What follows belongs to an exercise in optimizing a design on an open flow for small area and few clock cycles; a production flow would make more cautious choices.
Function was checked by simulation only, so behaviour that the tests miss may differ from the original.
No activity file was given, so power comes from the tool's default toggle rates. The clock port is modelled as an ideal driver; clocking choices that lean on that would not hold on a real chip.

== wip/delta ==
## icap_controller
module icap_controller
	(
		ACLK,
		ARESETN,
		S_AXIS_TREADY,
		S_AXIS_TDATA,
		S_AXIS_TLAST,
		S_AXIS_TVALID,
		ICAP_CE_N,
		ICAP_I
	);
	input                                     ACLK;
	input                                     ARESETN;
	output                                    S_AXIS_TREADY;
	input      [255 : 0]                      S_AXIS_TDATA;
	input                                     S_AXIS_TLAST;
	input                                     S_AXIS_TVALID;
	output                                    ICAP_CE_N;
	output     [31 : 0]                       ICAP_I;
	localparam K = 2;		 
	localparam L = 7;		 
	reg  [K-1:0]   wsel;		 
	reg  [K-1:0]   rsel;		 
	reg  [2:0]     part;		 
	wire [K-1:0]   head_v;
	wire [K-1:0]   in_rdy;
	wire [256*K-1:0] head_d;
	wire send = |(rsel & head_v);
	wire last = send & (part == 3'd7);
	wire acc  = S_AXIS_TVALID & |(wsel & in_rdy);
	genvar c, s;
	generate
		for (c = 0; c < K; c = c + 1) begin : ch
			reg  [256*L-1:0] d;
			reg  [L-1:0]     v;
			wire [L:0]       rdy;	 
			assign rdy[L] = rsel[c] & last;
			for (s = 0; s < L; s = s + 1) begin : st
				assign rdy[s] = ~v[s] | rdy[s+1];
				if (s == 0) begin : first
					always @(posedge ACLK)
						if (rdy[0]) d[255:0] <= S_AXIS_TDATA;
				end else begin : next
					always @(posedge ACLK)
						if (rdy[s]) d[s*256 +: 256] <= d[(s-1)*256 +: 256];
				end
			end
			always @(posedge ACLK or negedge ARESETN)
				if (!ARESETN) v <= {L{1'b0}};
  ...
Settings: LEC_CHECK=0, CAP_MARGIN=20, CORE_MARGIN=2, CORE_UTILIZATION=70, CTS_BUF_LIST=sky130_fd_sc_hd__clkbuf_16, CTS_CLUSTER_DIAMETER=100, CTS_CLUSTER_SIZE=30, SETUP_SLACK_MARGIN=0.3, SLEW_MARGIN=20, SYNTH_MEMORY_MAX_BITS=8192; clock period 6.0 ns.
run.sh (not shown) runs the stock make flow with config.mk's settings and CLKGATE_MAP_FILE= SYNTH_SCRIPT=/design/flow/synth_recipe.tcl, a recipe that flattens the netlist after the stock synthesis.
wip/delta was carried through to the last stage, and its layout satisfied the timing, design-rule and antenna checks.
Testbench counts of wip/delta, summed over its fixed seeds: cycles 2,616.
### wip/delta -> wip/nickel
==> flow/flow/run.sh (new file) <==
#!/bin/bash
# The standard layout (the standard.sh, standard synthesis included), with two changes:
# the port buffers are the smallest buffer cell, and clock tree synthesis adds no dummy loads.
# make's full output goes to flow_make.log in the work folder; ORFS keeps each step's log
# under orfs/logs/.
set -euo pipefail
export BUFFER_PORTS_ARGS="-buffer_cell sky130_fd_sc_hd__buf_1"
export CTS_ARGS="-sink_clustering_enable -repair_clock_nets -sink_clustering_size 30 -sink_clustering_max_diameter 100 -buf_list sky130_fd_sc_hd__clkbuf_16 -dont_use_dummy_load"
bash standard.sh finish > flow_make.log 2>&1
==> flow/standard.sh (new file) <==
#!/bin/bash
# synth_recipe.tcl (not shown) runs the flow's synth.tcl, then flattens the netlist and writes it again
# the make line also repeats each setting of config.mk as NAME=value (left out here)
make -C /OpenROAD-flow-scripts/flow DESIGN_CONFIG=/design/flow/config.mk WORK_HOME=/design/flow/orfs CLKGATE_MAP_FILE= SYNTH_SCRIPT=/design/flow/synth_recipe.tcl "${@:-finish}"
removed: flow/run.sh
Results
Looking at worst setup path startpoint, the rsel[1] result is from wip/delta; the part[2] one comes from wip/nickel.
The estimated power of wip/nickel ends up lower than the estimate for wip/delta.
wip/nickel ended up with ICAP_I[31] as its endpoint of the worst setup timing path; wip/delta ended up with ICAP_I[7].
Summary of wip/nickel over wip/delta: I/O pin count neither gained nor lost much; routed wire length lost about 0.5%.
Input changes introduced in wip/indigo (baseline for comparison: wip/nickel):
- a change of CORE_UTILIZATION from 70 to 50
==> flow/run.sh (new file) <==
#!/bin/bash
# synth_recipe.tcl (not shown) runs the flow's synth.tcl, then flattens the netlist and writes it again
# the make line also repeats each setting of config.mk as NAME=value (left out here)
make -C /OpenROAD-flow-scripts/flow DESIGN_CONFIG=/design/flow/config.mk WORK_HOME=/design/flow/orfs CLKGATE_MAP_FILE= SYNTH_SCRIPT=/design/flow/synth_recipe.tcl finish
removed: flow/flow/run.sh
removed: flow/standard.sh
[summary]
wip/indigo vs wip/nickel: final cell area excluding filler cells up by a few percent
The number of sequential storage elements on wip/indigo is in line with that on wip/nickel.
Summary of wip/indigo over wip/nickel: worst supply voltage drop on vdd moved down, total power draw went up, worst stage delay on the critical path has increased.
For wip/xenon, these inputs were changed with respect to wip/indigo:
- ABC_AREA newly set to 1
- CORE_UTILIZATION changed from 50 to 70
wip/xenon: flow completed, timing, DRC and antenna clean
Via count grows by a few percent when moving from wip/indigo to wip/xenon.
Summary of wip/xenon over wip/indigo: post-route cell area shows a reduction of 0.34%; portion of total power attributed to the clock network climbed 0.5 points; tapcell count now sits lower.

========
Starting RTL as in the previous note.
make LEC_CHECK=0 CAP_MARGIN=20 CORE_MARGIN=2 CORE_UTILIZATION=50 CTS_BUF_LIST=sky130_fd_sc_hd__clkbuf_8 CTS_CLUSTER_DIAMETER=60 CTS_CLUSTER_SIZE=16 SETUP_SLACK_MARGIN=0.3 SLEW_MARGIN=20 SYNTH_MEMORY_MAX_BITS=8192 finish   # period 6.0 ns
Stock flow here: none of the scripts above is used.
The baseline finished with timing, DRC and antenna clean.
Testbench counts at the start, summed over its fixed seeds: cycles 2,616.
Next try:
- CTS_BUF_LIST: sky130_fd_sc_hd__clkbuf_8 -> sky130_fd_sc_hd__clkbuf_16
- CTS_CLUSTER_DIAMETER: 60 -> 100
- CTS_CLUSTER_SIZE: 16 -> 24
Result:
- The new run finished with timing, DRC and antenna clean
- design area stays flat
- hold slack is better by 0.21 ns
- total power went up by 1.5%
- core utilization came out higher by 0.13 points
- non-clock buffer count is lower by 2
- clock-buffer cell count shrinks by 116
- synthesized area stays the same
- cell count drops by 1.5%
Next try:
- CTS_BUF_LIST: sky130_fd_sc_hd__clkbuf_16 -> unset
- CTS_CLUSTER_DIAMETER: 100 -> unset
- CTS_CLUSTER_SIZE: 24 -> unset
The changed run completed with no timing, DRC or antenna violations.
Worst setup slack gains 0.029 ns.
Global-route usage is higher by 0.51 points.
Routed wire length increases by a few percent.

==> what the ideal ports hide <==
The results above use ideal ports. As a check the final layouts listed here were re-extracted and re-timed, cells and wires unchanged. Step 1 (the two cells are an assumption about what drives the block):
set clk [get_ports {ACLK}]
set_driving_cell -lib_cell sky130_fd_sc_hd__clkbuf_16 $clk
set_driving_cell -lib_cell sky130_fd_sc_hd__buf_2 [delete_from_list [all_inputs] $clk]
Step 2 also shifts input and output timing later by t, the mid clock arrival at the registers, as if the neighbouring blocks saw the same clock. a / b / c = no drivers / after step 1 / after step 2; a / b = the first two.
run	t, ns	setup WS [ns]	worst setup path after step 2	latest minus earliest clock arrival (ns)	pins driven straight from the clock port
wip/delta	0.860	0.526 / 0.449 / 1.309	register to output	0.042 / 0.042	1
wip/nickel	0.867	0.811 / 0.732 / 1.599	register to output	0.061 / 0.061	1
wip/indigo	0.907	0.401 / 0.310 / 1.217	register to output	0.052 / 0.052	1
wip/xenon	0.880	0.487 / 0.399 / 1.279	register to output	0.042 / 0.042	1
the first run of note 2	1.117	0.440 / 0.352 / 1.453	register to register	0.078 / 0.078	1
the second run of note 2	0.925	0.388 / 0.296 / 1.222	register to output	0.043 / 0.043	1
the third run of note 2	1.010	0.418 / 0.326 / 1.335	register to output	0.061 / 0.061	1
After both steps setup and hold are still met in every run listed.
